Context: an optimization exercise on an open-source flow, tuned for small area and a short achievable clock period. The choices shown serve that exercise and are no tape-out recipe. In this exercise RTL edits were held to simulation tests only and were not proved equivalent to the original.

==> flow/design.v <==
module dsp_trader (
    input  wire        clk,
    input  wire        rst,
    input  wire [15:0] price_in,
    input  wire        price_valid,
    output wire [31:0] trade_word,
    output reg         trade_valid
);
    reg [31:0] ema_short;
    reg [31:0] ema_long;
    reg [7:0]  cnt;
    reg        p_ge;    
    reg        p_le;    
    reg [15:0] last_price;
    wire n1 = ~ema_short[3];
    wire n2 = ~ema_short[4];
    wire n3 = ~ema_short[5];
    wire n4 = ~ema_short[6];
    wire n5 = ~ema_short[7];
    wire n6 = ~ema_short[8];
    wire n7 = ~ema_short[9];
    wire n8 = ~ema_short[10];
    wire n9 = ~ema_short[11];
    wire n10 = ~ema_short[12];
    wire n11 = ~ema_short[13];
    wire n12 = ~ema_short[14];
    wire n13 = ~ema_short[15];
    wire n14 = ~ema_short[16];
    wire n15 = ~ema_short[17];
    wire n16 = ~ema_short[18];
    wire n17 = ~ema_short[19];
    wire n18 = ~ema_short[20];
    wire n19 = ~ema_short[21];
    wire n20 = ~ema_short[22];
    wire n21 = ~ema_short[23];
    wire n22 = ~ema_short[24];
    wire n23 = ~ema_short[25];
    wire n24 = ~ema_short[26];
    wire n25 = ~ema_short[27];
    wire n26 = ~ema_short[28];
    wire n27 = ~ema_short[29];
    wire n28 = ~ema_short[30];
    wire n29 = ~ema_short[31];
    wire n30 = ~|ema_short[2:0];
    wire n31 = ema_short[13] ^ price_in[0];
    wire n32 = n31 ^ n14;
    wire n33 = ema_short[13] & price_in[0];
    wire n34 = ema_short[13] ^ price_in[0];
    wire n35 = n14 & n34;
    wire n36 = n33 | n35;
    wire n37 = ema_short[14] ^ price_in[1];
    wire n38 = n37 ^ n15;
    wire n39 = ema_short[14] & price_in[1];
    wire n40 = ema_short[14] ^ price_in[1];
    wire n41 = n15 & n40;
    wire n42 = n39 | n41;
    wire n43 = ema_short[15] ^ price_in[2];
    wire n44 = n43 ^ n16;
    wire n45 = ema_short[15] & price_in[2];
    wire n46 = ema_short[15] ^ price_in[2];
    wire n47 = n16 & n46;
    wire n48 = n45 | n47;
    wire n49 = ema_short[16] ^ price_in[3];
    wire n50 = n49 ^ n17;
    wire n51 = ema_short[16] & price_in[3];
    wire n52 = ema_short[16] ^ price_in[3];
    wire n53 = n17 & n52;
    wire n54 = n51 | n53;
    wire n55 = ema_short[17] ^ price_in[4];
    wire n56 = n55 ^ n18;
    wire n57 = ema_short[17] & price_in[4];
    wire n58 = ema_short[17] ^ price_in[4];
    wire n59 = n18 & n58;
    wire n60 = n57 | n59;
    wire n61 = ema_short[18] ^ price_in[5];
    wire n62 = n61 ^ n19;
    wire n63 = ema_short[18] & price_in[5];
    wire n64 = ema_short[18] ^ price_in[5];
    wire n65 = n19 & n64;
    wire n66 = n63 | n65;
    wire n67 = ema_short[19] ^ price_in[6];
    wire n68 = n67 ^ n20;
    wire n69 = ema_short[19] & price_in[6];
    wire n70 = ema_short[19] ^ price_in[6];
    wire n71 = n20 & n70;
    wire n72 = n69 | n71;
    wire n73 = ema_short[20] ^ price_in[7];
    wire n74 = n73 ^ n21;
    wire n75 = ema_short[20] & price_in[7];
    wire n76 = ema_short[20] ^ price_in[7];
    wire n77 = n21 & n76;
    wire n78 = n75 | n77;
    wire n79 = ema_short[21] ^ price_in[8];
    wire n80 = n79 ^ n22;
    wire n81 = ema_short[21] & price_in[8];
    wire n82 = ema_short[21] ^ price_in[8];
    wire n83 = n22 & n82;
    wire n84 = n81 | n83;
    wire n85 = ema_short[22] ^ price_in[9];
    wire n86 = n85 ^ n23;
    wire n87 = ema_short[22] & price_in[9];
    wire n88 = ema_short[22] ^ price_in[9];
    wire n89 = n23 & n88;
    wire n90 = n87 | n89;
    wire n91 = ema_short[23] ^ price_in[10];
    wire n92 = n91 ^ n24;
    wire n93 = ema_short[23] & price_in[10];
    wire n94 = ema_short[23] ^ price_in[10];
    wire n95 = n24 & n94;
    wire n96 = n93 | n95;
    wire n97 = ema_short[24] ^ price_in[11];
    wire n98 = n97 ^ n25;
    wire n99 = ema_short[24] & price_in[11];
    wire n100 = ema_short[24] ^ price_in[11];
    wire n101 = n25 & n100;
    wire n102 = n99 | n101;
    wire n103 = ema_short[25] ^ price_in[12];
    wire n104 = n103 ^ n26;
    wire n105 = ema_short[25] & price_in[12];
    wire n106 = ema_short[25] ^ price_in[12];
    wire n107 = n26 & n106;
    wire n108 = n105 | n107;
    wire n109 = ema_short[26] ^ price_in[13];
    wire n110 = n109 ^ n27;
    wire n111 = ema_short[26] & price_in[13];
    wire n112 = ema_short[26] ^ price_in[13];
    wire n113 = n27 & n112;
    wire n114 = n111 | n113;
    wire n115 = ema_short[27] ^ price_in[14];
    wire n116 = n115 ^ n28;
    wire n117 = ema_short[27] & price_in[14];
    wire n118 = ema_short[27] ^ price_in[14];
    wire n119 = n28 & n118;
    wire n120 = n117 | n119;
    wire n121 = ema_short[28] ^ price_in[15];
    wire n122 = n121 ^ n29;
    wire n123 = ema_short[28] & price_in[15];
    wire n124 = ema_short[28] ^ price_in[15];
    wire n125 = n29 & n124;
    wire n126 = n123 | n125;
    wire n127 = ~ema_short[29];
    wire n128 = n127 ^ n126;
    wire n129 = ema_short[29] | n126;
    wire n130 = ~ema_short[30];
    wire n131 = n130 ^ n129;
    wire n132 = ema_short[30] | n129;
    wire n133 = ~ema_short[31];
    wire n134 = n133 ^ n132;
    wire n135 = ema_short[31] | n132;
    wire n136 = ema_short[0] & n1;
    wire n137 = ema_short[1] & n2;
    wire n138 = ema_short[2] & n3;
    wire n139 = ema_short[3] & n4;
    wire n140 = ema_short[4] & n5;
    wire n141 = ema_short[5] & n6;
    wire n142 = ema_short[6] & n7;
    wire n143 = ema_short[7] & n8;
    wire n144 = ema_short[8] & n9;
    wire n145 = ema_short[9] & n10;
    wire n146 = ema_short[10] & n11;
    wire n147 = ema_short[11] & n12;
    wire n148 = ema_short[12] & n13;
    wire n149 = n36 & n38;
    wire n150 = n42 & n44;
    wire n151 = n48 & n50;
    wire n152 = n54 & n56;
    wire n153 = n60 & n62;
    wire n154 = n66 & n68;
    wire n155 = n72 & n74;
    wire n156 = n78 & n80;
    wire n157 = n84 & n86;
    wire n158 = n90 & n92;
    wire n159 = n96 & n98;
    wire n160 = n102 & n104;
    wire n161 = n108 & n110;
    wire n162 = n114 & n116;
    wire n163 = n120 & n122;
    wire n164 = ema_short[0] ^ n1;
    wire n165 = ema_short[1] ^ n2;
    wire n166 = ema_short[2] ^ n3;
    wire n167 = ema_short[3] ^ n4;
    wire n168 = ema_short[4] ^ n5;
    wire n169 = ema_short[5] ^ n6;
    wire n170 = ema_short[6] ^ n7;
    wire n171 = ema_short[7] ^ n8;
    wire n172 = ema_short[8] ^ n9;
    wire n173 = ema_short[9] ^ n10;
    wire n174 = ema_short[10] ^ n11;
    wire n175 = ema_short[11] ^ n12;
    wire n176 = ema_short[12] ^ n13;
    wire n177 = n36 ^ n38;
    wire n178 = n42 ^ n44;
    wire n179 = n48 ^ n50;
    wire n180 = n54 ^ n56;
    wire n181 = n60 ^ n62;
    wire n182 = n66 ^ n68;
    wire n183 = n72 ^ n74;
    wire n184 = n78 ^ n80;
    wire n185 = n84 ^ n86;
    wire n186 = n90 ^ n92;
    wire n187 = n96 ^ n98;
    wire n188 = n102 ^ n104;
    wire n189 = n108 ^ n110;
    wire n190 = n114 ^ n116;
    wire n191 = n120 ^ n122;
    wire n192 = n164 & n30;
    wire n193 = n136 | n192;
    wire n194 = n165 & n193;
    wire n195 = n137 | n194;
    wire n196 = n165 & n164;
    wire n197 = n167 & n138;
    wire n198 = n139 | n197;
    wire n199 = n167 & n166;
    wire n200 = n169 & n140;
    wire n201 = n141 | n200;
    wire n202 = n169 & n168;
    wire n203 = n171 & n142;
    wire n204 = n143 | n203;
    wire n205 = n171 & n170;
    wire n206 = n173 & n144;
    wire n207 = n145 | n206;
    wire n208 = n173 & n172;
    wire n209 = n175 & n146;
    wire n210 = n147 | n209;
    wire n211 = n175 & n174;
    wire n212 = n32 & n148;
    wire n213 = n32 & n176;
    wire n214 = n178 & n149;
    wire n215 = n150 | n214;
    wire n216 = n178 & n177;
    wire n217 = n180 & n151;
    wire n218 = n152 | n217;
    wire n219 = n180 & n179;
    wire n220 = n182 & n153;
    wire n221 = n154 | n220;
    wire n222 = n182 & n181;
    wire n223 = n184 & n155;
    wire n224 = n156 | n223;
    wire n225 = n184 & n183;
    wire n226 = n186 & n157;
    wire n227 = n158 | n226;
    wire n228 = n186 & n185;
    wire n229 = n188 & n159;
    wire n230 = n160 | n229;
    wire n231 = n188 & n187;
    wire n232 = n190 & n161;
    wire n233 = n162 | n232;
    wire n234 = n190 & n189;
    wire n235 = n128 & n163;
    wire n236 = n128 & n191;
    wire n237 = n134 & n131;
    wire n238 = n166 & n195;
    wire n239 = n138 | n238;
    wire n240 = n166 & n196;
    wire n241 = n199 & n195;
    wire n242 = n198 | n241;
    wire n243 = n199 & n196;
    wire n244 = n170 & n201;
    wire n245 = n142 | n244;
    wire n246 = n170 & n202;
    wire n247 = n205 & n201;
    wire n248 = n204 | n247;
    wire n249 = n205 & n202;
    wire n250 = n174 & n207;
    wire n251 = n146 | n250;
    wire n252 = n174 & n208;
    wire n253 = n211 & n207;
    wire n254 = n210 | n253;
    wire n255 = n211 & n208;
    wire n256 = n177 & n212;
    wire n257 = n149 | n256;
    wire n258 = n177 & n213;
    wire n259 = n216 & n212;
    wire n260 = n215 | n259;
    wire n261 = n216 & n213;
    wire n262 = n181 & n218;
    wire n263 = n153 | n262;
    wire n264 = n181 & n219;
    wire n265 = n222 & n218;
    wire n266 = n221 | n265;
    wire n267 = n222 & n219;
    wire n268 = n185 & n224;
    wire n269 = n157 | n268;
    wire n270 = n185 & n225;
    wire n271 = n228 & n224;
    wire n272 = n227 | n271;
    wire n273 = n228 & n225;
    wire n274 = n189 & n230;
    wire n275 = n161 | n274;
    wire n276 = n189 & n231;
    wire n277 = n234 & n230;
    wire n278 = n233 | n277;
    wire n279 = n234 & n231;
    wire n280 = n131 & n235;
    wire n281 = n131 & n236;
    wire n282 = n237 & n235;
    wire n283 = n237 & n236;
    wire n284 = n168 & n242;
    wire n285 = n140 | n284;
    wire n286 = n168 & n243;
    wire n287 = n202 & n242;
    wire n288 = n201 | n287;
    wire n289 = n202 & n243;
    wire n290 = n246 & n242;
    wire n291 = n245 | n290;
    wire n292 = n246 & n243;
    wire n293 = n249 & n242;
    wire n294 = n248 | n293;
    wire n295 = n249 & n243;
    wire n296 = n176 & n254;
    wire n297 = n148 | n296;
    wire n298 = n176 & n255;
    wire n299 = n213 & n254;
    wire n300 = n212 | n299;
    wire n301 = n213 & n255;
    wire n302 = n258 & n254;
    wire n303 = n257 | n302;
    wire n304 = n258 & n255;
    wire n305 = n261 & n254;
    wire n306 = n260 | n305;
    wire n307 = n261 & n255;
    wire n308 = n183 & n266;
    wire n309 = n155 | n308;
    wire n310 = n183 & n267;
    wire n311 = n225 & n266;
    wire n312 = n224 | n311;
    wire n313 = n225 & n267;
    wire n314 = n270 & n266;
    wire n315 = n269 | n314;
    wire n316 = n270 & n267;
    wire n317 = n273 & n266;
    wire n318 = n272 | n317;
    wire n319 = n273 & n267;
    wire n320 = n191 & n278;
    wire n321 = n163 | n320;
    wire n322 = n191 & n279;
    wire n323 = n236 & n278;
    wire n324 = n235 | n323;
    wire n325 = n236 & n279;
    wire n326 = n281 & n278;
    wire n327 = n280 | n326;
    wire n328 = n281 & n279;
    wire n329 = n283 & n278;
    wire n330 = n282 | n329;
    wire n331 = n283 & n279;
    wire n332 = n172 & n294;
    wire n333 = n144 | n332;
    wire n334 = n172 & n295;
    wire n335 = n208 & n294;
    wire n336 = n207 | n335;
    wire n337 = n208 & n295;
    wire n338 = n252 & n294;
    wire n339 = n251 | n338;
    wire n340 = n252 & n295;
    wire n341 = n255 & n294;
    wire n342 = n254 | n341;
    wire n343 = n255 & n295;
    wire n344 = n298 & n294;
    wire n345 = n297 | n344;
    wire n346 = n298 & n295;
    wire n347 = n301 & n294;
    wire n348 = n300 | n347;
    wire n349 = n301 & n295;
    wire n350 = n304 & n294;
    wire n351 = n303 | n350;
    wire n352 = n304 & n295;
    wire n353 = n307 & n294;
    wire n354 = n306 | n353;
    wire n355 = n307 & n295;
    wire n356 = n187 & n318;
    wire n357 = n159 | n356;
    wire n358 = n187 & n319;
    wire n359 = n231 & n318;
    wire n360 = n230 | n359;
    wire n361 = n231 & n319;
    wire n362 = n276 & n318;
    wire n363 = n275 | n362;
    wire n364 = n276 & n319;
    wire n365 = n279 & n318;
    wire n366 = n278 | n365;
    wire n367 = n279 & n319;
    wire n368 = n322 & n318;
    wire n369 = n321 | n368;
    wire n370 = n322 & n319;
    wire n371 = n325 & n318;
    wire n372 = n324 | n371;
    wire n373 = n325 & n319;
    wire n374 = n328 & n318;
    wire n375 = n327 | n374;
    wire n376 = n328 & n319;
    wire n377 = n331 & n318;
    wire n378 = n330 | n377;
    wire n379 = n331 & n319;
    wire n380 = n179 & n354;
    wire n381 = n151 | n380;
    wire n382 = n179 & n355;
    wire n383 = n219 & n354;
    wire n384 = n218 | n383;
    wire n385 = n219 & n355;
    wire n386 = n264 & n354;
    wire n387 = n263 | n386;
    wire n388 = n264 & n355;
    wire n389 = n267 & n354;
    wire n390 = n266 | n389;
    wire n391 = n267 & n355;
    wire n392 = n310 & n354;
    wire n393 = n309 | n392;
    wire n394 = n310 & n355;
    wire n395 = n313 & n354;
    wire n396 = n312 | n395;
    wire n397 = n313 & n355;
    wire n398 = n316 & n354;
    wire n399 = n315 | n398;
    wire n400 = n316 & n355;
    wire n401 = n319 & n354;
    wire n402 = n318 | n401;
    wire n403 = n319 & n355;
    wire n404 = n358 & n354;
    wire n405 = n357 | n404;
    wire n406 = n358 & n355;
    wire n407 = n361 & n354;
    wire n408 = n360 | n407;
    wire n409 = n361 & n355;
    wire n410 = n364 & n354;
    wire n411 = n363 | n410;
    wire n412 = n364 & n355;
    wire n413 = n367 & n354;
    wire n414 = n366 | n413;
    wire n415 = n367 & n355;
    wire n416 = n370 & n354;
    wire n417 = n369 | n416;
    wire n418 = n370 & n355;
    wire n419 = n373 & n354;
    wire n420 = n372 | n419;
    wire n421 = n373 & n355;
    wire n422 = n376 & n354;
    wire n423 = n375 | n422;
    wire n424 = n376 & n355;
    wire n425 = n379 & n354;
    wire n426 = n378 | n425;
    wire n427 = n379 & n355;
    wire n428 = n164 ^ n30;
    wire n429 = n165 ^ n193;
    wire n430 = n166 ^ n195;
    wire n431 = n167 ^ n239;
    wire n432 = n168 ^ n242;
    wire n433 = n169 ^ n285;
    wire n434 = n170 ^ n288;
    wire n435 = n171 ^ n291;
    wire n436 = n172 ^ n294;
    wire n437 = n173 ^ n333;
    wire n438 = n174 ^ n336;
    wire n439 = n175 ^ n339;
    wire n440 = n176 ^ n342;
    wire n441 = n32 ^ n345;
    wire n442 = n177 ^ n348;
    wire n443 = n178 ^ n351;
    wire n444 = n179 ^ n354;
    wire n445 = n180 ^ n381;
    wire n446 = n181 ^ n384;
    wire n447 = n182 ^ n387;
    wire n448 = n183 ^ n390;
    wire n449 = n184 ^ n393;
    wire n450 = n185 ^ n396;
    wire n451 = n186 ^ n399;
    wire n452 = n187 ^ n402;
    wire n453 = n188 ^ n405;
    wire n454 = n189 ^ n408;
    wire n455 = n190 ^ n411;
    wire n456 = n191 ^ n414;
    wire n457 = n128 ^ n417;
    wire n458 = n131 ^ n420;
    wire n459 = n134 ^ n423;
    wire n460 = ~ema_long[6];
    wire n461 = ~ema_long[7];
    wire n462 = ~ema_long[8];
    wire n463 = ~ema_long[9];
    wire n464 = ~ema_long[10];
    wire n465 = ~ema_long[11];
    wire n466 = ~ema_long[12];
    wire n467 = ~ema_long[13];
    wire n468 = ~ema_long[14];
    wire n469 = ~ema_long[15];
    wire n470 = ~ema_long[16];
    wire n471 = ~ema_long[17];
    wire n472 = ~ema_long[18];
    wire n473 = ~ema_long[19];
    wire n474 = ~ema_long[20];
    wire n475 = ~ema_long[21];
    wire n476 = ~ema_long[22];
    wire n477 = ~ema_long[23];
    wire n478 = ~ema_long[24];
    wire n479 = ~ema_long[25];
    wire n480 = ~ema_long[26];
    wire n481 = ~ema_long[27];
    wire n482 = ~ema_long[28];
    wire n483 = ~ema_long[29];
    wire n484 = ~ema_long[30];
    wire n485 = ~ema_long[31];
    wire n486 = ~|ema_long[5:0];
    wire n487 = ema_long[10] ^ price_in[0];
    wire n488 = n487 ^ n470;
    wire n489 = ema_long[10] & price_in[0];
    wire n490 = ema_long[10] ^ price_in[0];
    wire n491 = n470 & n490;
    wire n492 = n489 | n491;
    wire n493 = ema_long[11] ^ price_in[1];
    wire n494 = n493 ^ n471;
    wire n495 = ema_long[11] & price_in[1];
    wire n496 = ema_long[11] ^ price_in[1];
    wire n497 = n471 & n496;
    wire n498 = n495 | n497;
    wire n499 = ema_long[12] ^ price_in[2];
    wire n500 = n499 ^ n472;
    wire n501 = ema_long[12] & price_in[2];
    wire n502 = ema_long[12] ^ price_in[2];
    wire n503 = n472 & n502;
    wire n504 = n501 | n503;
    wire n505 = ema_long[13] ^ price_in[3];
    wire n506 = n505 ^ n473;
    wire n507 = ema_long[13] & price_in[3];
    wire n508 = ema_long[13] ^ price_in[3];
    wire n509 = n473 & n508;
    wire n510 = n507 | n509;
    wire n511 = ema_long[14] ^ price_in[4];
    wire n512 = n511 ^ n474;
    wire n513 = ema_long[14] & price_in[4];
    wire n514 = ema_long[14] ^ price_in[4];
    wire n515 = n474 & n514;
    wire n516 = n513 | n515;
    wire n517 = ema_long[15] ^ price_in[5];
    wire n518 = n517 ^ n475;
    wire n519 = ema_long[15] & price_in[5];
    wire n520 = ema_long[15] ^ price_in[5];
    wire n521 = n475 & n520;
    wire n522 = n519 | n521;
    wire n523 = ema_long[16] ^ price_in[6];
    wire n524 = n523 ^ n476;
    wire n525 = ema_long[16] & price_in[6];
    wire n526 = ema_long[16] ^ price_in[6];
    wire n527 = n476 & n526;
    wire n528 = n525 | n527;
    wire n529 = ema_long[17] ^ price_in[7];
    wire n530 = n529 ^ n477;
    wire n531 = ema_long[17] & price_in[7];
    wire n532 = ema_long[17] ^ price_in[7];
    wire n533 = n477 & n532;
    wire n534 = n531 | n533;
    wire n535 = ema_long[18] ^ price_in[8];
    wire n536 = n535 ^ n478;
    wire n537 = ema_long[18] & price_in[8];
    wire n538 = ema_long[18] ^ price_in[8];
    wire n539 = n478 & n538;
    wire n540 = n537 | n539;
    wire n541 = ema_long[19] ^ price_in[9];
    wire n542 = n541 ^ n479;
    wire n543 = ema_long[19] & price_in[9];
    wire n544 = ema_long[19] ^ price_in[9];
    wire n545 = n479 & n544;
    wire n546 = n543 | n545;
    wire n547 = ema_long[20] ^ price_in[10];
    wire n548 = n547 ^ n480;
    wire n549 = ema_long[20] & price_in[10];
    wire n550 = ema_long[20] ^ price_in[10];
    wire n551 = n480 & n550;
    wire n552 = n549 | n551;
    wire n553 = ema_long[21] ^ price_in[11];
    wire n554 = n553 ^ n481;
    wire n555 = ema_long[21] & price_in[11];
    wire n556 = ema_long[21] ^ price_in[11];
    wire n557 = n481 & n556;
    wire n558 = n555 | n557;
    wire n559 = ema_long[22] ^ price_in[12];
    wire n560 = n559 ^ n482;
    wire n561 = ema_long[22] & price_in[12];
    wire n562 = ema_long[22] ^ price_in[12];
    wire n563 = n482 & n562;
    wire n564 = n561 | n563;
    wire n565 = ema_long[23] ^ price_in[13];
    wire n566 = n565 ^ n483;
    wire n567 = ema_long[23] & price_in[13];
    wire n568 = ema_long[23] ^ price_in[13];
    wire n569 = n483 & n568;
    wire n570 = n567 | n569;
    wire n571 = ema_long[24] ^ price_in[14];
    wire n572 = n571 ^ n484;
    wire n573 = ema_long[24] & price_in[14];
    wire n574 = ema_long[24] ^ price_in[14];
    wire n575 = n484 & n574;
    wire n576 = n573 | n575;
    wire n577 = ema_long[25] ^ price_in[15];
    wire n578 = n577 ^ n485;
    wire n579 = ema_long[25] & price_in[15];
    wire n580 = ema_long[25] ^ price_in[15];
    wire n581 = n485 & n580;
    wire n582 = n579 | n581;
    wire n583 = ~ema_long[26];
    wire n584 = n583 ^ n582;
    wire n585 = ema_long[26] | n582;
    wire n586 = ~ema_long[27];
    wire n587 = n586 ^ n585;
    wire n588 = ema_long[27] | n585;
    wire n589 = ~ema_long[28];
    wire n590 = n589 ^ n588;
    wire n591 = ema_long[28] | n588;
    wire n592 = ~ema_long[29];
    wire n593 = n592 ^ n591;
    wire n594 = ema_long[29] | n591;
    wire n595 = ~ema_long[30];
    wire n596 = n595 ^ n594;
    wire n597 = ema_long[30] | n594;
    wire n598 = ~ema_long[31];
    wire n599 = n598 ^ n597;
    wire n600 = ema_long[31] | n597;
    wire n601 = ema_long[0] & n460;
    wire n602 = ema_long[1] & n461;
    wire n603 = ema_long[2] & n462;
    wire n604 = ema_long[3] & n463;
    wire n605 = ema_long[4] & n464;
    wire n606 = ema_long[5] & n465;
    wire n607 = ema_long[6] & n466;
    wire n608 = ema_long[7] & n467;
    wire n609 = ema_long[8] & n468;
    wire n610 = ema_long[9] & n469;
    wire n611 = n492 & n494;
    wire n612 = n498 & n500;
    wire n613 = n504 & n506;
    wire n614 = n510 & n512;
    wire n615 = n516 & n518;
    wire n616 = n522 & n524;
    wire n617 = n528 & n530;
    wire n618 = n534 & n536;
    wire n619 = n540 & n542;
    wire n620 = n546 & n548;
    wire n621 = n552 & n554;
    wire n622 = n558 & n560;
    wire n623 = n564 & n566;
    wire n624 = n570 & n572;
    wire n625 = n576 & n578;
    wire n626 = ema_long[0] ^ n460;
    wire n627 = ema_long[1] ^ n461;
    wire n628 = ema_long[2] ^ n462;
    wire n629 = ema_long[3] ^ n463;
    wire n630 = ema_long[4] ^ n464;
    wire n631 = ema_long[5] ^ n465;
    wire n632 = ema_long[6] ^ n466;
    wire n633 = ema_long[7] ^ n467;
    wire n634 = ema_long[8] ^ n468;
    wire n635 = ema_long[9] ^ n469;
    wire n636 = n492 ^ n494;
    wire n637 = n498 ^ n500;
    wire n638 = n504 ^ n506;
    wire n639 = n510 ^ n512;
    wire n640 = n516 ^ n518;
    wire n641 = n522 ^ n524;
    wire n642 = n528 ^ n530;
    wire n643 = n534 ^ n536;
    wire n644 = n540 ^ n542;
    wire n645 = n546 ^ n548;
    wire n646 = n552 ^ n554;
    wire n647 = n558 ^ n560;
    wire n648 = n564 ^ n566;
    wire n649 = n570 ^ n572;
    wire n650 = n576 ^ n578;
    wire n651 = n626 & n486;
    wire n652 = n601 | n651;
    wire n653 = n627 & n652;
    wire n654 = n602 | n653;
    wire n655 = n627 & n626;
    wire n656 = n629 & n603;
    wire n657 = n604 | n656;
    wire n658 = n629 & n628;
    wire n659 = n631 & n605;
    wire n660 = n606 | n659;
    wire n661 = n631 & n630;
    wire n662 = n633 & n607;
    wire n663 = n608 | n662;
    wire n664 = n633 & n632;
    wire n665 = n635 & n609;
    wire n666 = n610 | n665;
    wire n667 = n635 & n634;
    wire n668 = n636 & n488;
    wire n669 = n638 & n612;
    wire n670 = n613 | n669;
    wire n671 = n638 & n637;
    wire n672 = n640 & n614;
    wire n673 = n615 | n672;
    wire n674 = n640 & n639;
    wire n675 = n642 & n616;
    wire n676 = n617 | n675;
    wire n677 = n642 & n641;
    wire n678 = n644 & n618;
    wire n679 = n619 | n678;
    wire n680 = n644 & n643;
    wire n681 = n646 & n620;
    wire n682 = n621 | n681;
    wire n683 = n646 & n645;
    wire n684 = n648 & n622;
    wire n685 = n623 | n684;
    wire n686 = n648 & n647;
    wire n687 = n650 & n624;
    wire n688 = n625 | n687;
    wire n689 = n650 & n649;
    wire n690 = n587 & n584;
    wire n691 = n593 & n590;
    wire n692 = n599 & n596;
    wire n693 = n628 & n654;
    wire n694 = n603 | n693;
    wire n695 = n628 & n655;
    wire n696 = n658 & n654;
    wire n697 = n657 | n696;
    wire n698 = n658 & n655;
    wire n699 = n632 & n660;
    wire n700 = n607 | n699;
    wire n701 = n632 & n661;
    wire n702 = n664 & n660;
    wire n703 = n663 | n702;
    wire n704 = n664 & n661;
    wire n705 = n488 & n666;
    wire n706 = n488 & n667;
    wire n707 = n668 & n666;
    wire n708 = n611 | n707;
    wire n709 = n668 & n667;
    wire n710 = n639 & n670;
    wire n711 = n614 | n710;
    wire n712 = n639 & n671;
    wire n713 = n674 & n670;
    wire n714 = n673 | n713;
    wire n715 = n674 & n671;
    wire n716 = n643 & n676;
    wire n717 = n618 | n716;
    wire n718 = n643 & n677;
    wire n719 = n680 & n676;
    wire n720 = n679 | n719;
    wire n721 = n680 & n677;
    wire n722 = n647 & n682;
    wire n723 = n622 | n722;
    wire n724 = n647 & n683;
    wire n725 = n686 & n682;
    wire n726 = n685 | n725;
    wire n727 = n686 & n683;
    wire n728 = n584 & n688;
    wire n729 = n584 & n689;
    wire n730 = n690 & n688;
    wire n731 = n690 & n689;
    wire n732 = n596 & n691;
    wire n733 = n692 & n691;
    wire n734 = n630 & n697;
    wire n735 = n605 | n734;
    wire n736 = n630 & n698;
    wire n737 = n661 & n697;
    wire n738 = n660 | n737;
    wire n739 = n661 & n698;
    wire n740 = n701 & n697;
    wire n741 = n700 | n740;
    wire n742 = n701 & n698;
    wire n743 = n704 & n697;
    wire n744 = n703 | n743;
    wire n745 = n704 & n698;
    wire n746 = n637 & n708;
    wire n747 = n612 | n746;
    wire n748 = n637 & n709;
    wire n749 = n671 & n708;
    wire n750 = n670 | n749;
    wire n751 = n671 & n709;
    wire n752 = n712 & n708;
    wire n753 = n711 | n752;
    wire n754 = n712 & n709;
    wire n755 = n715 & n708;
    wire n756 = n714 | n755;
    wire n757 = n715 & n709;
    wire n758 = n645 & n720;
    wire n759 = n620 | n758;
    wire n760 = n645 & n721;
    wire n761 = n683 & n720;
    wire n762 = n682 | n761;
    wire n763 = n683 & n721;
    wire n764 = n724 & n720;
    wire n765 = n723 | n764;
    wire n766 = n724 & n721;
    wire n767 = n727 & n720;
    wire n768 = n726 | n767;
    wire n769 = n727 & n721;
    wire n770 = n590 & n730;
    wire n771 = n590 & n731;
    wire n772 = n691 & n730;
    wire n773 = n691 & n731;
    wire n774 = n732 & n730;
    wire n775 = n732 & n731;
    wire n776 = n733 & n730;
    wire n777 = n733 & n731;
    wire n778 = n634 & n744;
    wire n779 = n609 | n778;
    wire n780 = n634 & n745;
    wire n781 = n667 & n744;
    wire n782 = n666 | n781;
    wire n783 = n667 & n745;
    wire n784 = n706 & n744;
    wire n785 = n705 | n784;
    wire n786 = n706 & n745;
    wire n787 = n709 & n744;
    wire n788 = n708 | n787;
    wire n789 = n709 & n745;
    wire n790 = n748 & n744;
    wire n791 = n747 | n790;
    wire n792 = n748 & n745;
    wire n793 = n751 & n744;
    wire n794 = n750 | n793;
    wire n795 = n751 & n745;
    wire n796 = n754 & n744;
    wire n797 = n753 | n796;
    wire n798 = n754 & n745;
    wire n799 = n757 & n744;
    wire n800 = n756 | n799;
    wire n801 = n757 & n745;
    wire n802 = n649 & n768;
    wire n803 = n624 | n802;
    wire n804 = n649 & n769;
    wire n805 = n689 & n768;
    wire n806 = n688 | n805;
    wire n807 = n689 & n769;
    wire n808 = n729 & n768;
    wire n809 = n728 | n808;
    wire n810 = n729 & n769;
    wire n811 = n731 & n768;
    wire n812 = n730 | n811;
    wire n813 = n731 & n769;
    wire n814 = n771 & n768;
    wire n815 = n770 | n814;
    wire n816 = n771 & n769;
    wire n817 = n773 & n768;
    wire n818 = n772 | n817;
    wire n819 = n773 & n769;
    wire n820 = n775 & n768;
    wire n821 = n774 | n820;
    wire n822 = n775 & n769;
    wire n823 = n777 & n768;
    wire n824 = n776 | n823;
    wire n825 = n777 & n769;
    wire n826 = n641 & n800;
    wire n827 = n616 | n826;
    wire n828 = n641 & n801;
    wire n829 = n677 & n800;
    wire n830 = n676 | n829;
    wire n831 = n677 & n801;
    wire n832 = n718 & n800;
    wire n833 = n717 | n832;
    wire n834 = n718 & n801;
    wire n835 = n721 & n800;
    wire n836 = n720 | n835;
    wire n837 = n721 & n801;
    wire n838 = n760 & n800;
    wire n839 = n759 | n838;
    wire n840 = n760 & n801;
    wire n841 = n763 & n800;
    wire n842 = n762 | n841;
    wire n843 = n763 & n801;
    wire n844 = n766 & n800;
    wire n845 = n765 | n844;
    wire n846 = n766 & n801;
    wire n847 = n769 & n800;
    wire n848 = n768 | n847;
    wire n849 = n769 & n801;
    wire n850 = n804 & n800;
    wire n851 = n803 | n850;
    wire n852 = n804 & n801;
    wire n853 = n807 & n800;
    wire n854 = n806 | n853;
    wire n855 = n807 & n801;
    wire n856 = n810 & n800;
    wire n857 = n809 | n856;
    wire n858 = n810 & n801;
    wire n859 = n813 & n800;
    wire n860 = n812 | n859;
    wire n861 = n813 & n801;
    wire n862 = n816 & n800;
    wire n863 = n815 | n862;
    wire n864 = n816 & n801;
    wire n865 = n819 & n800;
    wire n866 = n818 | n865;
    wire n867 = n819 & n801;
    wire n868 = n822 & n800;
    wire n869 = n821 | n868;
    wire n870 = n822 & n801;
    wire n871 = n825 & n800;
    wire n872 = n824 | n871;
    wire n873 = n825 & n801;
    wire n874 = n626 ^ n486;
    wire n875 = n627 ^ n652;
    wire n876 = n628 ^ n654;
    wire n877 = n629 ^ n694;
    wire n878 = n630 ^ n697;
    wire n879 = n631 ^ n735;
    wire n880 = n632 ^ n738;
    wire n881 = n633 ^ n741;
    wire n882 = n634 ^ n744;
    wire n883 = n635 ^ n779;
    wire n884 = n488 ^ n782;
    wire n885 = n636 ^ n785;
    wire n886 = n637 ^ n788;
    wire n887 = n638 ^ n791;
    wire n888 = n639 ^ n794;
    wire n889 = n640 ^ n797;
    wire n890 = n641 ^ n800;
    wire n891 = n642 ^ n827;
    wire n892 = n643 ^ n830;
    wire n893 = n644 ^ n833;
    wire n894 = n645 ^ n836;
    wire n895 = n646 ^ n839;
    wire n896 = n647 ^ n842;
    wire n897 = n648 ^ n845;
    wire n898 = n649 ^ n848;
    wire n899 = n650 ^ n851;
    wire n900 = n584 ^ n854;
    wire n901 = n587 ^ n857;
    wire n902 = n590 ^ n860;
    wire n903 = n593 ^ n863;
    wire n904 = n596 ^ n866;
    wire n905 = n599 ^ n869;
    wire [31:0] next_short = {n459, n458, n457, n456, n455, n454, n453, n452, n451, n450, n449, n448, n447, n446, n445, n444, n443, n442, n441, n440, n439, n438, n437, n436, n435, n434, n433, n432, n431, n430, n429, n428};
    wire [31:0] next_long = {n905, n904, n903, n902, n901, n900, n899, n898, n897, n896, n895, n894, n893, n892, n891, n890, n889, n888, n887, n886, n885, n884, n883, n882, n881, n880, n879, n878, n877, n876, n875, n874};
    wire n906 = ~ema_long[0];
    wire n907 = ~ema_long[1];
    wire n908 = ~ema_long[2];
    wire n909 = ~ema_long[3];
    wire n910 = ~ema_long[4];
    wire n911 = ~ema_long[5];
    wire n912 = ~ema_long[6];
    wire n913 = ~ema_long[7];
    wire n914 = ~ema_long[8];
    wire n915 = ~ema_long[9];
    wire n916 = ~ema_long[10];
    wire n917 = ~ema_long[11];
    wire n918 = ~ema_long[12];
    wire n919 = ~ema_long[13];
    wire n920 = ~ema_long[14];
    wire n921 = ~ema_long[15];
    wire n922 = ~ema_long[16];
    wire n923 = ~ema_long[17];
    wire n924 = ~ema_long[18];
    wire n925 = ~ema_long[19];
    wire n926 = ~ema_long[20];
    wire n927 = ~ema_long[21];
    wire n928 = ~ema_long[22];
    wire n929 = ~ema_long[23];
    wire n930 = ~ema_long[24];
    wire n931 = ~ema_long[25];
    wire n932 = ~ema_long[26];
    wire n933 = ~ema_long[27];
    wire n934 = ~ema_long[28];
    wire n935 = ~ema_long[29];
    wire n936 = ~ema_long[30];
    wire n937 = ~ema_long[31];
    wire n938 = ema_short[0] & n906;
    wire n939 = ema_short[1] & n907;
    wire n940 = ema_short[2] & n908;
    wire n941 = ema_short[3] & n909;
    wire n942 = ema_short[4] & n910;
    wire n943 = ema_short[5] & n911;
    wire n944 = ema_short[6] & n912;
    wire n945 = ema_short[7] & n913;
    wire n946 = ema_short[8] & n914;
    wire n947 = ema_short[9] & n915;
    wire n948 = ema_short[10] & n916;
    wire n949 = ema_short[11] & n917;
    wire n950 = ema_short[12] & n918;
    wire n951 = ema_short[13] & n919;
    wire n952 = ema_short[14] & n920;
    wire n953 = ema_short[15] & n921;
    wire n954 = ema_short[16] & n922;
    wire n955 = ema_short[17] & n923;
    wire n956 = ema_short[18] & n924;
    wire n957 = ema_short[19] & n925;
    wire n958 = ema_short[20] & n926;
    wire n959 = ema_short[21] & n927;
    wire n960 = ema_short[22] & n928;
    wire n961 = ema_short[23] & n929;
    wire n962 = ema_short[24] & n930;
    wire n963 = ema_short[25] & n931;
    wire n964 = ema_short[26] & n932;
    wire n965 = ema_short[27] & n933;
    wire n966 = ema_short[28] & n934;
    wire n967 = ema_short[29] & n935;
    wire n968 = ema_short[30] & n936;
    wire n969 = ema_short[31] & n937;
    wire n970 = ema_short[0] ^ n906;
    wire n971 = ema_short[1] ^ n907;
    wire n972 = ema_short[2] ^ n908;
    wire n973 = ema_short[3] ^ n909;
    wire n974 = ema_short[4] ^ n910;
    wire n975 = ema_short[5] ^ n911;
    wire n976 = ema_short[6] ^ n912;
    wire n977 = ema_short[7] ^ n913;
    wire n978 = ema_short[8] ^ n914;
    wire n979 = ema_short[9] ^ n915;
    wire n980 = ema_short[10] ^ n916;
    wire n981 = ema_short[11] ^ n917;
    wire n982 = ema_short[12] ^ n918;
    wire n983 = ema_short[13] ^ n919;
    wire n984 = ema_short[14] ^ n920;
    wire n985 = ema_short[15] ^ n921;
    wire n986 = ema_short[16] ^ n922;
    wire n987 = ema_short[17] ^ n923;
    wire n988 = ema_short[18] ^ n924;
    wire n989 = ema_short[19] ^ n925;
    wire n990 = ema_short[20] ^ n926;
    wire n991 = ema_short[21] ^ n927;
    wire n992 = ema_short[22] ^ n928;
    wire n993 = ema_short[23] ^ n929;
    wire n994 = ema_short[24] ^ n930;
    wire n995 = ema_short[25] ^ n931;
    wire n996 = ema_short[26] ^ n932;
    wire n997 = ema_short[27] ^ n933;
    wire n998 = ema_short[28] ^ n934;
    wire n999 = ema_short[29] ^ n935;
    wire n1000 = ema_short[30] ^ n936;
    wire n1001 = ema_short[31] ^ n937;
    wire n1002 = ema_short[0] | n906;
    wire n1003 = ema_short[1] | n907;
    wire n1004 = ema_short[2] | n908;
    wire n1005 = ema_short[3] | n909;
    wire n1006 = ema_short[4] | n910;
    wire n1007 = ema_short[5] | n911;
    wire n1008 = ema_short[6] | n912;
    wire n1009 = ema_short[7] | n913;
    wire n1010 = ema_short[8] | n914;
    wire n1011 = ema_short[9] | n915;
    wire n1012 = ema_short[10] | n916;
    wire n1013 = ema_short[11] | n917;
    wire n1014 = ema_short[12] | n918;
    wire n1015 = ema_short[13] | n919;
    wire n1016 = ema_short[14] | n920;
    wire n1017 = ema_short[15] | n921;
    wire n1018 = ema_short[16] | n922;
    wire n1019 = ema_short[17] | n923;
    wire n1020 = ema_short[18] | n924;
    wire n1021 = ema_short[19] | n925;
    wire n1022 = ema_short[20] | n926;
    wire n1023 = ema_short[21] | n927;
    wire n1024 = ema_short[22] | n928;
    wire n1025 = ema_short[23] | n929;
    wire n1026 = ema_short[24] | n930;
    wire n1027 = ema_short[25] | n931;
    wire n1028 = ema_short[26] | n932;
    wire n1029 = ema_short[27] | n933;
    wire n1030 = ema_short[28] | n934;
    wire n1031 = ema_short[29] | n935;
    wire n1032 = ema_short[30] | n936;
    wire n1033 = ema_short[31] | n937;
    wire n1034 = n971 & n938;
    wire n1035 = n939 | n1034;
    wire n1036 = n971 & n970;
    wire n1037 = n973 & n940;
    wire n1038 = n941 | n1037;
    wire n1039 = n973 & n972;
    wire n1040 = n975 & n942;
    wire n1041 = n943 | n1040;
    wire n1042 = n975 & n974;
    wire n1043 = n977 & n944;
    wire n1044 = n945 | n1043;
    wire n1045 = n977 & n976;
    wire n1046 = n979 & n946;
    wire n1047 = n947 | n1046;
    wire n1048 = n979 & n978;
    wire n1049 = n981 & n948;
    wire n1050 = n949 | n1049;
    wire n1051 = n981 & n980;
    wire n1052 = n983 & n950;
    wire n1053 = n951 | n1052;
    wire n1054 = n983 & n982;
    wire n1055 = n985 & n952;
    wire n1056 = n953 | n1055;
    wire n1057 = n985 & n984;
    wire n1058 = n1039 & n1035;
    wire n1059 = n1038 | n1058;
    wire n1060 = n1039 & n1036;
    wire n1061 = n1045 & n1041;
    wire n1062 = n1044 | n1061;
    wire n1063 = n1045 & n1042;
    wire n1064 = n1051 & n1047;
    wire n1065 = n1050 | n1064;
    wire n1066 = n1051 & n1048;
    wire n1067 = n1057 & n1053;
    wire n1068 = n1056 | n1067;
    wire n1069 = n1057 & n1054;
    wire n1070 = n1063 & n1059;
    wire n1071 = n1062 | n1070;
    wire n1072 = n1063 & n1060;
    wire n1073 = n1069 & n1065;
    wire n1074 = n1068 | n1073;
    wire n1075 = n1069 & n1066;
    wire n1076 = n1075 & n1071;
    wire n1077 = n1074 | n1076;
    wire n1078 = n1075 & n1072;
    wire n1079 = n1077 | n1078;
    wire n1080 = n987 & n954;
    wire n1081 = n955 | n1080;
    wire n1082 = n987 & n986;
    wire n1083 = n989 & n956;
    wire n1084 = n957 | n1083;
    wire n1085 = n989 & n988;
    wire n1086 = n991 & n958;
    wire n1087 = n959 | n1086;
    wire n1088 = n991 & n990;
    wire n1089 = n993 & n960;
    wire n1090 = n961 | n1089;
    wire n1091 = n993 & n992;
    wire n1092 = n995 & n962;
    wire n1093 = n963 | n1092;
    wire n1094 = n995 & n994;
    wire n1095 = n997 & n964;
    wire n1096 = n965 | n1095;
    wire n1097 = n997 & n996;
    wire n1098 = n999 & n966;
    wire n1099 = n967 | n1098;
    wire n1100 = n999 & n998;
    wire n1101 = n1001 & n968;
    wire n1102 = n969 | n1101;
    wire n1103 = n1001 & n1000;
    wire n1104 = n1085 & n1081;
    wire n1105 = n1084 | n1104;
    wire n1106 = n1085 & n1082;
    wire n1107 = n1091 & n1087;
    wire n1108 = n1090 | n1107;
    wire n1109 = n1091 & n1088;
    wire n1110 = n1097 & n1093;
    wire n1111 = n1096 | n1110;
    wire n1112 = n1097 & n1094;
    wire n1113 = n1103 & n1099;
    wire n1114 = n1102 | n1113;
    wire n1115 = n1103 & n1100;
    wire n1116 = n1109 & n1105;
    wire n1117 = n1108 | n1116;
    wire n1118 = n1109 & n1106;
    wire n1119 = n1115 & n1111;
    wire n1120 = n1114 | n1119;
    wire n1121 = n1115 & n1112;
    wire n1122 = n1121 & n1117;
    wire n1123 = n1120 | n1122;
    wire n1124 = n1121 & n1118;
    wire n1125 = n1124 & n1079;
    wire n1126 = n1123 | n1125;
    wire n1127 = ~(n986 ^ n1079);
    wire n1128 = ~(n987 ^ n1018);
    wire n1129 = ~(n988 ^ n1019);
    wire n1130 = ~(n989 ^ n1020);
    wire n1131 = ~(n990 ^ n1021);
    wire n1132 = ~(n991 ^ n1022);
    wire n1133 = ~(n992 ^ n1023);
    wire n1134 = ~(n993 ^ n1024);
    wire n1135 = ~(n994 ^ n1025);
    wire n1136 = ~(n995 ^ n1026);
    wire n1137 = ~(n996 ^ n1027);
    wire n1138 = ~(n997 ^ n1028);
    wire n1139 = ~(n998 ^ n1029);
    wire n1140 = ~(n999 ^ n1030);
    wire n1141 = ~(n1000 ^ n1031);
    wire n1142 = ~(n1001 ^ n1032);
    wire n1143 = n986 ^ n1079;
    wire n1144 = n987 ^ n954;
    wire n1145 = n988 ^ n955;
    wire n1146 = n989 ^ n956;
    wire n1147 = n990 ^ n957;
    wire n1148 = n991 ^ n958;
    wire n1149 = n992 ^ n959;
    wire n1150 = n993 ^ n960;
    wire n1151 = n994 ^ n961;
    wire n1152 = n995 ^ n962;
    wire n1153 = n996 ^ n963;
    wire n1154 = n997 ^ n964;
    wire n1155 = n998 ^ n965;
    wire n1156 = n999 ^ n966;
    wire n1157 = n1000 ^ n967;
    wire n1158 = n1001 ^ n968;
    wire dh_zero = n1127 & n1128 & n1129 & n1130 & n1131 & n1132 & n1133 & n1134 & n1135 & n1136 & n1137 & n1138 & n1139 & n1140 & n1141 & n1142;
    wire dh_ones = n1143 & n1144 & n1145 & n1146 & n1147 & n1148 & n1149 & n1150 & n1151 & n1152 & n1153 & n1154 & n1155 & n1156 & n1157 & n1158;
    wire s_geq = n1126;
    wire s_ge = s_geq & ~dh_zero;                                         
    wire s_le = ~s_geq & ~(dh_ones & (ema_short[15:0] != ema_long[15:0]));   
    wire first   = (cnt == 8'd0);
    wire trading = (cnt >= 8'd200);
    wire d_valid = (cnt == 8'd201);
    wire ld   = price_valid & first;
    wire hold = ~price_valid;
    wire upd  = price_valid & ~first;
    wire d_ge = d_valid & s_ge;
    wire d_le = d_valid & s_le;
    always @(posedge clk) begin
        ema_short <= ({32{ld}} & {price_in, 16'd0}) | ({32{hold}} & ema_short) | ({32{upd}} & next_short);
        ema_long  <= ({32{ld}} & {price_in, 16'd0}) | ({32{hold}} & ema_long)  | ({32{upd}} & next_long);
        if (price_valid && trading) begin
            p_ge <= d_ge;
            p_le <= d_le;
        end
        last_price <= price_in;
    end
    always @(posedge clk) begin
        if (rst) begin
            cnt         <= 8'd0;
            trade_valid <= 1'b0;
        end else begin
            trade_valid <= price_valid & trading & ((~p_ge & d_ge) | (~p_le & d_le));
            if (price_valid && cnt != 8'd201)
                cnt <= cnt + 8'd1;
        end
    end
    assign trade_word = {p_ge, 15'd50, last_price};
endmodule
==> flow/flow/run.sh <==
#!/bin/bash
# The standard layout with two changes:
#  - synthesis maps logic with a shorter ABC script (one &dch + &nf mapping pass and
#    gate sizing) instead of ORFS's five-round speed script; every other synthesis step,
#    and so every register, is unchanged. The ORFS scripts are copied into this work
#    folder and only abc_speed.script is replaced.
#  - the port buffers are buf_1 cells instead of the default choice (a slow delay-buffer
#    cell that resizing may not swap out).
set -euo pipefail
here=$PWD
rm -rf "$here/orfs_scripts"
cp -r "$FLOW_HOME/scripts" "$here/orfs_scripts"
cp "$here/flow/abc_speed.script" "$here/orfs_scripts/abc_speed.script"
bash standard.sh "SCRIPTS_DIR=$here/orfs_scripts" \
  'BUFFER_PORTS_ARGS=-buffer_cell sky130_fd_sc_hd__buf_1' finish > standard_flow.log 2>&1
==> flow/flow/abc_speed.script <==
&get -n
&st
&dch
&nf
&put
buffer -c
topo
stime -c
upsize -c
dnsize -c
==> flow/standard.sh <==
#!/bin/bash
# synth_recipe.tcl (not shown) runs the flow's synth.tcl, then flattens the netlist and writes it again
# the make line also repeats each setting of config.mk as NAME=value (left out here)
make -C /OpenROAD-flow-scripts/flow DESIGN_CONFIG=/design/flow/config.mk WORK_HOME=/design/flow/orfs CLKGATE_MAP_FILE= SYNTH_SCRIPT=/design/flow/synth_recipe.tcl "${@:-finish}"
==> flow/config.mk <==
export PLATFORM = sky130hd
export DESIGN_NAME = dsp_trader
export DESIGN_NICKNAME = dsp_trader
export VERILOG_FILES = /design/flow/design.v
export SDC_FILE = /design/flow/constraint.sdc
export NUM_CORES = 4
export LEC_CHECK = 0
export CAP_MARGIN = 20
export CORE_MARGIN = 2
export CORE_UTILIZATION = 40
export CTS_BUF_LIST = sky130_fd_sc_hd__clkbuf_4 sky130_fd_sc_hd__clkbuf_8
export SETUP_SLACK_MARGIN = 3.5
export SLEW_MARGIN = 20
==> flow/constraint.sdc <==
create_clock -name core_clock -period 7.5 [get_ports {clk}]
set_input_delay 1.5000 -clock core_clock [delete_from_list [all_inputs] [get_ports {clk}]]
set_output_delay 1.5000 -clock core_clock [all_outputs]
set_load 0.01 [all_outputs]
==> results of run 1 <==
==> cell usage after synthesis, types with 2 or more instances <==
master,number
sky130_fd_sc_hd__a211oi_1,2
sky130_fd_sc_hd__a21o_1,11
sky130_fd_sc_hd__a21oi_1,52
sky130_fd_sc_hd__a221o_1,4
sky130_fd_sc_hd__a22o_1,3
sky130_fd_sc_hd__a22oi_1,4
sky130_fd_sc_hd__a311oi_1,2
sky130_fd_sc_hd__a31o_2,5
sky130_fd_sc_hd__a31oi_1,3
sky130_fd_sc_hd__and2_1,5
sky130_fd_sc_hd__and3_1,9
sky130_fd_sc_hd__buf_4,16
sky130_fd_sc_hd__clkbuf_1,15
sky130_fd_sc_hd__conb_1,2
sky130_fd_sc_hd__dfxtp_1,89
sky130_fd_sc_hd__edfxtp_1,2
sky130_fd_sc_hd__fa_1,52
sky130_fd_sc_hd__ha_1,106
sky130_fd_sc_hd__inv_1,121
sky130_fd_sc_hd__nand2_1,63
sky130_fd_sc_hd__nand2b_1,5
sky130_fd_sc_hd__nand3_1,14
sky130_fd_sc_hd__nand3b_1,2
sky130_fd_sc_hd__nand4_1,14
sky130_fd_sc_hd__nor2_1,29
sky130_fd_sc_hd__nor3_1,14
sky130_fd_sc_hd__nor4_1,5
sky130_fd_sc_hd__o211ai_1,16
sky130_fd_sc_hd__o21a_1,9
sky130_fd_sc_hd__o21ai_0,39
sky130_fd_sc_hd__o21bai_1,3
sky130_fd_sc_hd__o221ai_1,10
sky130_fd_sc_hd__o22ai_1,18
sky130_fd_sc_hd__o32ai_1,8
sky130_fd_sc_hd__or2_2,3
sky130_fd_sc_hd__or3_1,2
sky130_fd_sc_hd__xnor2_1,20
sky130_fd_sc_hd__xor2_1,36
==> metrics by stage <==
step                       util  setup WS, ns  cell area, sq um
after floorplan               -          3.51              7670
after global placement    0.425          2.71              7940
after CTS                 0.437          3.48              8170
final                     0.442          3.62              8270
after global routing      0.442          3.51              8270
after detailed placement  0.425          2.62              7940
==> flip-flops by register name (all words and copies together) (netlist names) <==
name,flops
ema_long,32
p_le,1
ema_short,32
p_ge,1
trade_valid,1
cnt,8
last_price,16
==> layer usage <==
metal  share of wire  up-vias  global-route usage
met5               0        -                   0
met3           0.034       17              0.0321
met4           0.012        0              0.0505
li1                -     2953                   -
met1            0.48     2868               0.272
met2            0.47      126               0.326
==> timing repair <==
action | 4_1_cts | 5_1_grt
setup buffers | 3 | 1
resized for setup | 9 | 22
cloned | 0 | 0
endpoints found under the setup margin | 14 | 17
pin swaps | 1 | 5
hold endpoints to repair | 0 | 0
==> layout make-up <==
class | instances | area (sq um) | area share
Tap cell | 234 | 293 | 0.0354
Clock inverter | 4 | 27.5 | 0.00333
Sequential cell | 91 | 1840 | 0.223
Clock buffer | 12 | 146 | 0.0177
Multi-Input combinational cell | 606 | 5280 | 0.638
Timing Repair Buffer | 44 | 226 | 0.0274
Inverter | 122 | 458 | 0.0554
==> path summary, 6_finish.rpt <==
| check | end | slack, ns | depth (start not counted) |
|---|---|---|---|
| worst max-delay path | ema_long[31]$_DFF_P_ | 3.62 | 12 |
| worst min-delay path | ema_short[30]$_DFF_P_ | 0.52 | 2 |
| worst max register to register | ema_long[29]$_DFF_P_ | 4.06 | 14 |
| worst min register to register | ema_short[30]$_DFF_P_ | 0.52 | 2 |
==> worst register-to-register path, stage by stage, from the launching register on <==
cell                       delay [ns]
sky130_fd_sc_hd__dfxtp_1         0.36
sky130_fd_sc_hd__nor4_1          0.32
sky130_fd_sc_hd__nand3_1         0.14
sky130_fd_sc_hd__fa_1            0.36
sky130_fd_sc_hd__inv_1           0.07
sky130_fd_sc_hd__fa_1            0.20
sky130_fd_sc_hd__nand3_1         0.10
sky130_fd_sc_hd__a211oi_1        0.33
sky130_fd_sc_hd__nor2_1          0.15
sky130_fd_sc_hd__o31a_1          0.36
sky130_fd_sc_hd__inv_2           0.16
sky130_fd_sc_hd__nand4_1         0.10
sky130_fd_sc_hd__and3_1          0.24
sky130_fd_sc_hd__o41ai_1         0.31
sky130_fd_sc_hd__a31o_2          0.20
==> kinds of logic after synthesis <==
logic type | share of synthesized area
compound gates | 0.182
simple gates | 0.111
fa+ha+maj | 0.311
buf+inv | 0.0846
flops | 0.242
xor+xnor | 0.0681
other cells | 0.000988
==> placed cells by master (no fill, tap or decap), types with 4 or more instances in the layout <==
master | netlist | final
sky130_fd_sc_hd__and3_1 | 9 | 9
sky130_fd_sc_hd__o32ai_1 | 8 | 7
sky130_fd_sc_hd__nand3_1 | 14 | 14
sky130_fd_sc_hd__ha_4 | 0 | 4
sky130_fd_sc_hd__nor2_1 | 29 | 28
sky130_fd_sc_hd__dfxtp_1 | 89 | 89
sky130_fd_sc_hd__a221o_1 | 4 | 4
sky130_fd_sc_hd__fa_1 | 52 | 51
sky130_fd_sc_hd__nand4_1 | 14 | 14
sky130_fd_sc_hd__xnor2_1 | 20 | 20
sky130_fd_sc_hd__nand2_1 | 63 | 62
sky130_fd_sc_hd__conb_1 | 2 | 15
sky130_fd_sc_hd__inv_1 | 121 | 120
sky130_fd_sc_hd__nor4_1 | 5 | 5
sky130_fd_sc_hd__o221ai_1 | 10 | 10
sky130_fd_sc_hd__a31o_2 | 5 | 4
sky130_fd_sc_hd__o211ai_1 | 16 | 16
sky130_fd_sc_hd__clkbuf_8 | 0 | 9
sky130_fd_sc_hd__nor3_1 | 14 | 14
sky130_fd_sc_hd__a21o_1 | 11 | 11
sky130_fd_sc_hd__clkbuf_2 | 0 | 6
sky130_fd_sc_hd__ha_1 | 106 | 101
sky130_fd_sc_hd__o22ai_1 | 18 | 18
sky130_fd_sc_hd__o21a_1 | 9 | 8
sky130_fd_sc_hd__buf_1 | 1 | 23
sky130_fd_sc_hd__xor2_1 | 36 | 36
sky130_fd_sc_hd__clkbuf_4 | 0 | 4
sky130_fd_sc_hd__a21oi_1 | 52 | 48
sky130_fd_sc_hd__o21ai_0 | 39 | 37
sky130_fd_sc_hd__buf_2 | 1 | 6
sky130_fd_sc_hd__a21oi_2 | 1 | 5
sky130_fd_sc_hd__and2_1 | 5 | 5
sky130_fd_sc_hd__nand2b_1 | 5 | 5
sky130_fd_sc_hd__buf_4 | 16 | 7
==> run notes, run 1 <==
- The maximum net fanout on the critical path is 4.
- The first global-routing pass estimated 30900 um of wire.
- The first routing iteration left 303 violations.
- The floorplan step defined a die boundary enclosing 20100 sq um.
- After synthesis, the share of flip-flops with an asynchronous set or reset is 0.
- In the synthesized netlist the dominant register cell turns out to be sky130_fd_sc_hd__dfxtp_1.
- CTS placed an instance of sky130_fd_sc_hd__clkbuf_8 at the clock tree root.
- The worst endpoint required time is 7.73 ns.
- After legalization and detailed placement, the total HPWL measured 14400 um.
- For this run, the total global-route usage over all layers was measured as 0.198.
- 0 antenna diodes ended up in the layout.
- The maximum number of pins on one net before global-route repair is 53.
- Buffers placed on the I/O ports in this run total 36.
- The critical path is of the in2reg type.
- The source of the worst hold timing path is ema_short[30]$_DFF_P_.
- After detailed routing, the total wire length is 18800 um.
- The final layout contains 1051 nets.
- The average wire per cell in the routed design is 16.9 um.
- The buffer levels on the longest clock path is 2.
- On the worst path, the slowest cell contributes a delay of 0.57 ns.
- The post-synthesis sequential area ratio is 0.242.
- The worst setup path is captured at a register.
- For this run, the number of Yosys warnings is 1.
- The latest clock arrival within the worst-skew pair is 0.40 ns.
- For this configuration, the core starts out at a cell density of 0.406.
- The die is 142 um tall.
- TritonCTS created 9 clock buffers.
- Among the stages of the critical path, the cell type that occurs most often is sky130_fd_sc_hd__inv_1.
- The post-detailed-route DRC marker count is 0.
- The area fraction of the dominant cell type after synthesis is 0.234.
- The number of hold buffers added after CTS was 0.
- The layout-stage area growth over the synthesis result is 8.81%.
- The max-capacitance violation count is 0.
- The worst setup path startpoint is price_in[13].
- Clock-pin slew was measured on the worst setup and hold paths at 0.09 ns.
- The remaining global-route overflow is 0.
- The initial antenna violation count is 0.
- The detailed router placed 5964 vias in this run.
- The type of the worst min-delay path is reg2reg.
- The row count is 50.
- Setup violations remaining at the end of the flow were counted as 0.
- The tightest slew margin relative to the limit is 0.359.
- Synthesis instantiated 64 different standard cells from the library.
- The depth of the CTS H-tree is 3.
- The share of the clock period used by the worst path is 0.517.
- The congestion estimate from routability-driven global placement came to 0.844.
- Setup repair after global routing left no endpoint under its margin.
- For this design, the sink count on the clock tree is 91.
- Synthesis produced a netlist whose cell count is 839.
- The remaining antenna violation count after routing is 0.
- The number of global-route vias before repair was 5891.
- The number of placed instances, taps included is 1093.
- The count of filler cells inserted in the layout is 1832.
- The width of the chip is 142 um.
- On the final layout, the worst clock skew is 0.0181 ns.
- The total of flip-flops plus latches after synthesis is 91.
- The run finished with no timing, DRC or antenna violations.
- In this run the mean area of a mapped cell was 9.06 sq um.
- The highest attainable clock frequency is 258 MHz.
- The biggest area contributor in the post-synthesis netlist is sky130_fd_sc_hd__dfxtp_1.
- The post-layout instance count excluding filler cells is 1113.
- The core area is 18700 sq um.
- In this run the critical register-to-register path is launched from ema_long[1]$_DFF_P_.
- The clock tree from TritonCTS is yes.
- The number of failing hold endpoints at the final stage came to 0.
- STA classifies the critical path startpoint as an input port.
- The cell at the slowest stage of the critical path is sky130_fd_sc_hd__fa_1.
- The share of layout cells above drive strength 1 is 0.0819.
- For the pin with the worst max-slew slack, the measured transition is 0.962 ns.
- The pre-antenna-repair detailed-routing pass consisted of 5 iterations.
- The worst path needs 3.88 ns of the cycle, external delays included.
- The boundary pin count is 52.
- Traced cell by cell, the critical path runs through buf_1, inv_1, fa_1, inv_1, ha_1, and2_1, a221o_1, a21o_1, a31o_4, nand3b_1, xnor2_1, o221ai_1.
- In this run the cell area of the synthesized design comes to 7600 sq um.
- Sorting the synthesized cells by area gives the leading types as sky130_fd_sc_hd__dfxtp_1, sky130_fd_sc_hd__ha_1, sky130_fd_sc_hd__fa_1.
- Yosys mapped a number of flops with a built-in enable equal to 2.
- Dividing the detail-routed via count by the number of cells gives 5.36.
- The worst-case hold slack is 0.524 ns.
- The number of max-slew violations in the final report is 0.
- The data arrival at the endpoint of the critical path is 4.11 ns.
- Among cell families on the critical path, the largest total delay comes from adder cells.
- The setup TNS after final layout is 0 ns.
- The number of buffer and inverter instances along the worst setup path is 3.
==> run 2, diff against run 1 <==
==> flow/flow/run.sh (replaced) <==
#!/bin/bash
# The standard layout with three changes:
#  - synthesis maps logic with a shorter ABC script (one &dch + &nf mapping pass and
#    gate sizing) instead of ORFS's five-round speed script; the ORFS scripts are copied
#    into this work folder and only abc_speed.script is replaced;
#  - the half-adder cells (ha_*) are added to the don't-use list, so Yosys extracts only
#    full adders and ABC maps the rest of the adders' logic itself; every register is as
#    in the standard synthesis;
#  - the port buffers are buf_1 cells instead of the default choice (a slow delay-buffer
#    cell that resizing may not swap out).
set -euo pipefail
here=$PWD
rm -rf "$here/orfs_scripts"
cp -r "$FLOW_HOME/scripts" "$here/orfs_scripts"
cp "$here/flow/abc_speed.script" "$here/orfs_scripts/abc_speed.script"
# the platform's own don't-use list, plus the half adders
dont_use=$(sed -n '/^export DONT_USE_CELLS += /,/^#/p' "$FLOW_HOME/platforms/sky130hd/config.mk" \
  | grep -o 'sky130_fd_sc_hd__[a-z0-9_]*' | tr '\n' ' ')
dont_use="$dont_use sky130_fd_sc_hd__ha_1 sky130_fd_sc_hd__ha_2 sky130_fd_sc_hd__ha_4"
echo "DONT_USE_CELLS=$dont_use" > dont_use.log
bash standard.sh "SCRIPTS_DIR=$here/orfs_scripts" "DONT_USE_CELLS=$dont_use" \
  'BUFFER_PORTS_ARGS=-buffer_cell sky130_fd_sc_hd__buf_1' finish > standard_flow.log 2>&1
==> run notes, run 2 <==
- The flow ran to the end and the layout has no timing, DRC or antenna violations.
- The core region is 17900 sq um.
- The worst setup path is launched from an input port.
- The post-synthesis instance area is 7280 sq um.
- In the finished design, the share of the clock period the worst path needs comes to 0.513.
- The startpoint identified for the worst hold timing path is cnt[0]$_SDFFE_PP0P_.
- The pre-CTS setup slack is 3.14 ns.
- For this block, the initial DRC count from the detailed router was 439.
- The first global-routing pass estimated 30400 um of wire.
- The number of diodes is 0.
- The setup TNS after final layout is 0 ns.
- The post-layout instance count excluding filler cells is 1117.
- The setup slack on the worst flop-to-flop path is 3.76 ns.
- The number of distinct standard cells referenced by the synthesized netlist is 69.
- The post-detailed-route DRC marker count is 0.
- The highest attainable clock frequency is 260 MHz.
- In this run the worst setup path begins at price_in[1].
- Clock-pin slew was measured on the worst setup and hold paths at 0.10 ns.
- The worst-case clock skew is 0.0160 ns.
- At the end of the flow the core is filled with cells to 0.436.
- The tightest slew margin relative to the limit is 0.409.
- The row count is 49.
- Entering global routing, the biggest net connects 55 pins.
- The clock tree from TritonCTS is yes.
- Counting flops with a built-in enable in the synthesized netlist gives 2.
- Sorting the synthesized cells by how often they occur yields sky130_fd_sc_hd__dfxtp_1, sky130_fd_sc_hd__xnor2_1, sky130_fd_sc_hd__nand2_1, sky130_fd_sc_hd__nor2_1, sky130_fd_sc_hd__inv_1.
- Setup violations remaining at the end of the flow were counted as 0.
- The startpoint of the lowest-slack register-to-register path is ema_short[2]$_DFF_P_.
- The initial antenna violation count is 0.
- The starting density of the core is 0.407.
- The half-perimeter wire length after detailed placement is 14400 um.
- After detailed routing, the total wire length is 18700 um.
- In the synthesized netlist, the number of instances is 862.
- The number of max-slew violations in the final report was 0.
- Once detail routing completed, the nets flagged for antenna violations numbered 0.
- The final net count is 954.
- The largest registers in the layout are ema_long x32, ema_short x32, last_price x16.
- For the pin with the worst max-slew slack, the measured transition is 0.884 ns.
- The most repeated cell in the gate-level netlist after synthesis is sky130_fd_sc_hd__dfxtp_1.
- The number of global-route vias before repair is 5734.
- For the worst setup path, the data arrival time is 4.08 ns.
- The first TritonRoute pass finished after 5 iterations.
- In the layout the commonest cells are sky130_fd_sc_hd__dfxtp_1, sky130_fd_sc_hd__xnor2_1, sky130_fd_sc_hd__nand2_1, sky130_fd_sc_hd__nor2_1, sky130_fd_sc_hd__inv_1.
- The library cell used most frequently in the layout, excluding fill and tap cells, is sky130_fd_sc_hd__dfxtp_1.
- After synthesis, the cell types taking the most area are sky130_fd_sc_hd__dfxtp_1, sky130_fd_sc_hd__fa_1, sky130_fd_sc_hd__xnor2_1.
- The remaining global-route overflow is 0.
- The total of flip-flops plus latches after synthesis is 91.
- The max-capacitance violation count is 0.
- The area fraction of the dominant cell type after synthesis is 0.245.
- The sort of element at the end of the critical path is a register.
- The leading area contributor after synthesis is sky130_fd_sc_hd__dfxtp_1.
- The number of failing hold endpoints at the final stage came to 0.
- For this run, the register share of the synthesized area comes to 0.253.
- The floorplan step defined a die boundary enclosing 19300 sq um.
- For the finished layout, the period the worst path requires is 3.85 ns.
- The worst hold path belongs to the class reg2reg.
- The maximum net fanout on the critical path is 6.
- A synthesized cell averages 8.45 sq um.
- The type of the setup path with the least slack is in2reg.
- The width of the chip is 139 um.
- Setup repair after global routing could not meet its margin everywhere.
- The final weighted congestion of routability-driven global placement is 0.859.
- The layout-stage area growth over the synthesis result is 7.11%.
- Of all flip-flops after synthesis, the portion carrying an async set or reset was 0.
- Of the cells placed in the final design, the portion with a size suffix greater than 1 is 0.0518.
- After filler insertion, the fill cell instance count of the layout stands at 1793.
- In the routed layout, each cell is associated on average with a via count of 5.41.
- The slack of the critical path is 3.65 ns.
- The number of buffers added on ports is 36.
- The clock sink count is 91.
- CTS placed an instance of sky130_fd_sc_hd__clkbuf_8 at the clock tree root.
- In the global route stage, overall resource usage came out at 0.196.
- The latest clock arrival within the worst-skew pair is 0.38 ns.
- The die height is 139 um.
- The detailed router placed 6038 vias in this run.
- The clock tree synthesis step divided the H-tree into 3 levels.
- The boundary pin count is 52.
- Dividing the detail-routed wire length by the instance count gives 16.8 um.
- For this run, the number of Yosys warnings is 1.
- TritonCTS created 9 clock buffers.
- After detailed placement, the design holds a cell count of 1101.
- The worst endpoint required time is 7.73 ns.
- The buffer levels on the longest clock path is 2.
- Among all flip-flop cells after synthesis, the most frequent one is sky130_fd_sc_hd__dfxtp_1.
run 2: changes by cell type in the layout (fill, tap and decap cells not counted), moves of 11 or more:
cell and delta:
sky130_fd_sc_hd__nor2b_1 +21, sky130_fd_sc_hd__nand4_1 -11, sky130_fd_sc_hd__o211ai_1 -13, sky130_fd_sc_hd__inv_1 -58
sky130_fd_sc_hd__nor2_1 +41, sky130_fd_sc_hd__xnor2_1 +65, sky130_fd_sc_hd__ha_1 -101, sky130_fd_sc_hd__nand2_1 +22
sky130_fd_sc_hd__o221ai_1 +17, sky130_fd_sc_hd__a21oi_1 -18
run 2: final timing paths:
check,endpoint,depth (start not counted)
min,cnt[0]$_SDFFE_PP0P_,1
min reg2reg,cnt[0]$_SDFFE_PP0P_,1
max,ema_long[21]$_DFF_P_,11
max reg2reg,ema_short[16]$_DFF_P_,13
run 2: area by class of cell:
| class | instances | area [sq um] | area share |
|---|---|---|---|
| Tap cell | 229 | 287 | 0.0367 |
| Multi-Input combinational cell | 676 | 5050 | 0.648 |
| Sequential cell | 91 | 1840 | 0.236 |
| Inverter | 65 | 244 | 0.0313 |
| Clock inverter | 4 | 50.0 | 0.00642 |
| Clock buffer | 12 | 153 | 0.0196 |
| Timing Repair Buffer | 40 | 170 | 0.0218 |
run 2: critical path, cell delays in order:
cell	delay, ns
sky130_fd_sc_hd__buf_1	0.15
sky130_fd_sc_hd__fa_1	0.57
sky130_fd_sc_hd__and2_1	0.14
sky130_fd_sc_hd__nor2_1	0.08
sky130_fd_sc_hd__a31o_1	0.23
sky130_fd_sc_hd__a221o_1	0.33
sky130_fd_sc_hd__a31o_4	0.25
sky130_fd_sc_hd__a21bo_2	0.24
sky130_fd_sc_hd__maj3_2	0.32
sky130_fd_sc_hd__xor2_1	0.16
sky130_fd_sc_hd__o221ai_2	0.10
run 2: cell families after synthesis:
family	Yosys count	synth area share
and+or+nand+nor	275	0.179
buffers and inverters	108	0.0646
xor gates and xnor gates	128	0.154
other	2	0.00103
DFF	91	0.253
AOI/OAI and AO/OA	198	0.195
adders and majority gates	60	0.154
run 2: through the flow:
| step | instance area [sq um] | hold slack [ns] |
|---|---|---|
| after floorplan | 7330 | 0.466 |
| after global placement | 7560 | 0.488 |
| after detailed placement | 7560 | 0.510 |
| after CTS | 7770 | 0.530 |
| after global routing | 7800 | 0.547 |
| final | 7800 | 0.527 |
run 2: repair_timing:
item                                    CTS  global route
pin swaps                                 0             0
cloned                                    0             0
endpoints found under the setup margin    1             8
gates resized for setup                   1            10
buffers inserted                          0             0
hold buffers                              0             0
run 2: per-layer routing:
layer,wire [um],GRT usage,share of wire
met1,9320,0.287,0.50
met5,0,0,0
met3,796,0.0342,0.042
met4,365,0.0590,0.019
met2,8260,0.297,0.44

[separate check: timing with driven ports]
The results above use ideal ports. As a check the final layouts listed here were re-extracted and re-timed, cells and wires unchanged.
Step 1: set_driving_cell puts a clkbuf_16 on clk and a buf_2 on each other input, an assumption about the parent block.
Step 2 adds t to the input delays and takes it off the output delays; t is the mean of the earliest and latest rising clock arrival at the registers after step 1. Input paths then give back, and output paths get back, about the clock's delay inside the block.
a / b / c = no drivers / after step 1 / after step 2; a / b = the first two.
run | shift t [ns] | slack for setup (ns) | hold slack, ns | worst slew at a driven data input, ns
run 1 | 0.425 | 3.621 / 3.638 / 3.213 | 0.524 / 0.524 / 0.524 | 0.03
run 2 | 0.409 | 3.654 / 3.669 / 3.260 | 0.527 / 0.527 / 0.527 | 0.03
After both steps setup and hold are still met in every run listed. For run 1, which loses most, drivers alone change the setup slack by +0.017 ns; drivers and shift together by -0.408 ns.
